This design comes from an exercise in tuning for small area and a short achievable clock period on the open sky130 flow, not from production work. In this exercise RTL edits were held to simulation tests only and were not proved equivalent to the original. Power is estimated from default activity; no workload was simulated.

job 3330:
==> flow/design.v (excerpt) <==
module riscv_singlecycle
(
    input  logic        clk_i,          
    input  logic        rstn_i,         
    output logic [31:0] imem_addr_o,    
    input  logic [31:0] imem_rdata_i,   
    output logic [31:0] dmem_addr_o,    
    output logic [31:0] dmem_wdata_o,   
    output logic [3:0]  dmem_we_o,      
    input  logic [31:0] dmem_rdata_i,   
    output logic        rd_we_o,        
    output logic [4:0]  rd_addr_o,      
    output logic [31:0] rd_data_o       
);
Size in the first run: ~5900 cells after synthesis, about 200 I/O pins.
==> flow/config.mk <==
export PLATFORM = sky130hd
export DESIGN_NAME = riscv_singlecycle
export DESIGN_NICKNAME = riscv_singlecycle
export VERILOG_FILES = /design/flow/design.v
export SDC_FILE = /design/flow/constraint.sdc
export NUM_CORES = 4
export LEC_CHECK = 0
export CAP_MARGIN = 0
export CORE_MARGIN = 2
export CORE_UTILIZATION = 40
export PLACE_DENSITY = 0.5
export SLEW_MARGIN = 0
export SYNTH_HIERARCHICAL = 1
export SYNTH_MINIMUM_KEEP_SIZE = 0
==> flow/constraint.sdc <==
create_clock -name core_clock -period 40.0 [get_ports {clk_i}]
set_input_delay 8.0000 -clock core_clock [delete_from_list [all_inputs] [get_ports {clk_i}]]
set_output_delay 8.0000 -clock core_clock [all_outputs]
set_load 0.01 [all_outputs]
standard.sh (not shown) runs the stock make flow with config.mk's settings and CLKGATE_MAP_FILE= SYNTH_SCRIPT=/design/flow/synth_recipe.tcl, a recipe that flattens the netlist after the stock synthesis.
==> flow/flow/run.sh <==
#!/bin/bash
# Layout flow: the standard ORFS flow (standard.sh, all steps) with
# these changes to how the layout is built:
#  - the port buffers are buf_2 cells rather than the default pick, a slow
#    delay cell (timing repair may size them up);
#  - timing repair (floorplan, CTS and global-route steps) aims at a setup
#    slack margin, so the critical paths get sized and buffered although the
#    40 ns clock is met by a wide margin;
#  - clock tree: larger sink clusters and no dummy loads, which needs far
#    fewer clock buffers (flip-flop clock slew stays under the limit).
# Each tool's full output is in orfs/logs/...; this script's in standard.log.
set -euo pipefail
MARGIN=$(cat flow/margin.txt)
bash standard.sh \
    "BUFFER_PORTS_ARGS=-buffer_cell sky130_fd_sc_hd__buf_2" \
    "SETUP_SLACK_MARGIN=${MARGIN}" \
    "CTS_ARGS=-sink_clustering_enable -repair_clock_nets -dont_use_dummy_load -sink_clustering_size 30 -sink_clustering_max_diameter 70" \
    finish > standard.log 2>&1
==> flow/flow/margin.txt <==
18.5
Job 3330: full flow OK, the timing, DRC and antenna checks passed
Here is what was changed in the inputs of job 6964 compared with job 3330.
Settings: CORE_UTILIZATION: 40 -> 45; PLACE_DENSITY: 0.5 -> 0.65.
==> flow/flow/run.sh <==
#!/bin/bash
# Layout flow: the standard ORFS flow (standard.sh, all steps) with
# these changes to how the layout is built:
#  - the port buffers are buf_2 cells rather than the default pick, a slow
#    delay cell (timing repair may size them up);
#  - timing repair aims at a setup slack margin, so the critical paths get
#    sized and buffered although the 40 ns clock is met by a wide margin:
#    margin.txt holds the margin for the steps up to CTS and the one for
#    the global-route step (where repair buys less per unit of area);
#  - clock tree: larger sink clusters and no dummy loads, which needs far
#    fewer clock buffers (flip-flop clock slew stays under the limit).
# Each tool's full output is in orfs/logs/...; this script's in
# standard_cts.log and standard_finish.log.
set -euo pipefail
read -r M_CTS M_GRT < flow/margin.txt
ARGS=(
    "BUFFER_PORTS_ARGS=-buffer_cell sky130_fd_sc_hd__buf_2"
    "CTS_ARGS=-sink_clustering_enable -repair_clock_nets -dont_use_dummy_load -sink_clustering_size 28 -sink_clustering_max_diameter 70"
)
bash standard.sh "${ARGS[@]}" "SETUP_SLACK_MARGIN=${M_CTS}" cts > standard_cts.log 2>&1
bash standard.sh "${ARGS[@]}" "SETUP_SLACK_MARGIN=${M_GRT}" finish > standard_finish.log 2>&1
==> flow/flow/margin.txt <==
18.3 18.1
## What came out
Compared with job 3330, in job 6964 total wirelength of the detailed-routed design went down about 6%, fraction of final layout cells sized beyond drive strength 1 went down 2.5 points.
Max final critical-path required period across job 3330 and job 6964: job 6964
On job 6964: post-layout worst setup margin is 470 ps lower than what job 3330 gave.
When job 6964 is measured against job 3330, its total power turns out about 4.4% lower.
Job 6964 and job 3330 ended up with roughly the same final hold slack.
Job 6964 vs job 3330 on layout net count: job 6964 is the lower one.
Between job 6964 and job 3330, it is job 6964 whose core occupancy in the finished layout is higher, by 4.1 points.
Summary — clock-buffer cell count, job 6964 relative to job 3330: lower, by 19%.
For job 3330, the destination of the critical timing path was rd_data_o[27], unlike job 6964, where it was rd_data_o[18].
Total number of vias: job 6964 vs job 3330 up 415
Inputs modified between job 6964 and job 1519:
==> flow/flow/run.sh <==
#!/bin/bash
# Layout flow: the standard ORFS flow (standard.sh, all steps) with
# these changes to how the layout is built:
#  - the port buffers are buf_2 cells rather than the default pick, a slow
#    delay cell (timing repair may size them up);
#  - timing repair (floorplan, CTS and global-route steps) aims at a setup
#    slack margin, so the critical paths get sized and buffered although the
#    40 ns clock is met by a wide margin;
#  - clock tree: larger sink clusters and no dummy loads, which needs far
#    fewer clock buffers (flip-flop clock slew stays under the limit).
# Each tool's full output is in orfs/logs/...; this script's in standard.log.
set -euo pipefail
MARGIN=$(cat flow/margin.txt)
bash standard.sh \
    "BUFFER_PORTS_ARGS=-buffer_cell sky130_fd_sc_hd__buf_2" \
    "SETUP_SLACK_MARGIN=${MARGIN}" \
    "CTS_ARGS=-sink_clustering_enable -repair_clock_nets -dont_use_dummy_load -sink_clustering_size 30 -sink_clustering_max_diameter 70" \
    finish > standard.log 2>&1
==> flow/flow/margin.txt <==
18.3
Timing, DRC, antenna: 0 failures across job 6964 and job 1519. [compare] base=job 6964 new=job 1519: number of input and output port buffers inserted ~0 delta; minimum clock period after layout shows a reduction of 220 ps; total leakage power climbed about 0.8%. In the tables for job 6964 and job 1519, met2 routed wirelength reads lower with job 6964. Combinational-cell power consumption: job 6964 vs job 1519, no meaningful difference. From job 6964 to job 1519 the numbers moved as follows: relative slew slack saw a decrease; met1 track demand over resource in global routing stayed essentially flat.
Edits applied to the flow inputs when going from job 1519 to job 2616:
==> flow/flow/run.sh <==
#!/bin/bash
# Layout flow: the standard ORFS flow (standard.sh, all steps) with
# these changes to how the layout is built:
#  - the port buffers are buf_2 cells rather than the default pick, a slow
#    delay cell (timing repair may size them up);
#  - timing repair aims at a setup slack margin, so the critical paths get
#    sized and buffered although the 40 ns clock is met by a wide margin:
#    margin.txt holds the margin for the steps up to CTS and the one for
#    the global-route step (where repair buys less per unit of area);
#  - clock tree: larger sink clusters and no dummy loads, which needs far
#    fewer clock buffers (flip-flop clock slew stays under the limit).
# Each tool's full output is in orfs/logs/...; this script's in
# standard_cts.log and standard_finish.log.
set -euo pipefail
read -r M_CTS M_GRT < flow/margin.txt
ARGS=(
    "BUFFER_PORTS_ARGS=-buffer_cell sky130_fd_sc_hd__buf_2"
    "CTS_ARGS=-sink_clustering_enable -repair_clock_nets -dont_use_dummy_load -sink_clustering_size 28 -sink_clustering_max_diameter 70"
)
bash standard.sh "${ARGS[@]}" "SETUP_SLACK_MARGIN=${M_CTS}" cts > standard_cts.log 2>&1
bash standard.sh "${ARGS[@]}" "SETUP_SLACK_MARGIN=${M_GRT}" finish > standard_finish.log 2>&1
==> flow/flow/margin.txt <==
18.2 18.0
==> summary.txt <==
- Job 2616 has completed all stages; timing, DRC and antenna checks passed.
- Changes observed in job 2616 relative to job 1519: wire length of the first global-routing pass went down 1700 µm; count of buffers added by post-CTS timing repair for setup went down 2.
- From job 1519 to job 2616, number of cells on the worst reg-to-reg path did not move at all.
- | setup slack | job 2616 vs job 1519 | worse |
- Number of search-and-repair iterations in the first detailed-routing pass ends up lower on job 1519.
- Delta(global-route usage, job 2616 - job 1519) < 0
- In the metrics for job 1519 and job 2616, the one carrying the higher ratio of routed vias to standard cells is job 1519.
- Against job 1519, job 2616 reports a fraction of standard cell area in multi-input logic that is lower.
- According to the power report, total power for job 2616 is lower than for job 1519.

port drivers added, routing unchanged:
No port has a modelled driver above. Below, the same layouts with a new extraction and two added sets of constraints. Step 1, drivers: a clkbuf_16 drives clk_i and a buf_2 each remaining input, both assumed. Step 2 moves the port delays by t, midway between the first and last clock arrival at a register: inputs arrive t later, outputs are due t later. That takes back most of the time a late clock gives input paths. Slacks: no drivers / after step 1 / after step 2; pairs: no drivers / after step 1.
run | t, ns | setup slack, ns | clock arrival spread, ns | worst data-port slew with drivers (ns) | pins driven straight from the clock port
job 3330 | 0.761 | 18.427 / 18.387 / 18.387 | 0.076 / 0.076 | 0.07 | 1
job 6964 | 0.731 | 17.962 / 17.917 / 17.917 | 0.095 / 0.095 | 0.06 | 1
job 1519 | 0.719 | 18.184 / 18.149 / 18.149 | 0.097 / 0.097 | 0.06 | 1
job 2616 | 0.722 | 18.007 / 17.980 / 17.980 | 0.092 / 0.092 | 0.07 | 1
After both steps every run listed still meets setup and hold. The setup slack of job 6964, which loses most, moves by -0.045 ns with the drivers and by -0.045 ns with both steps.
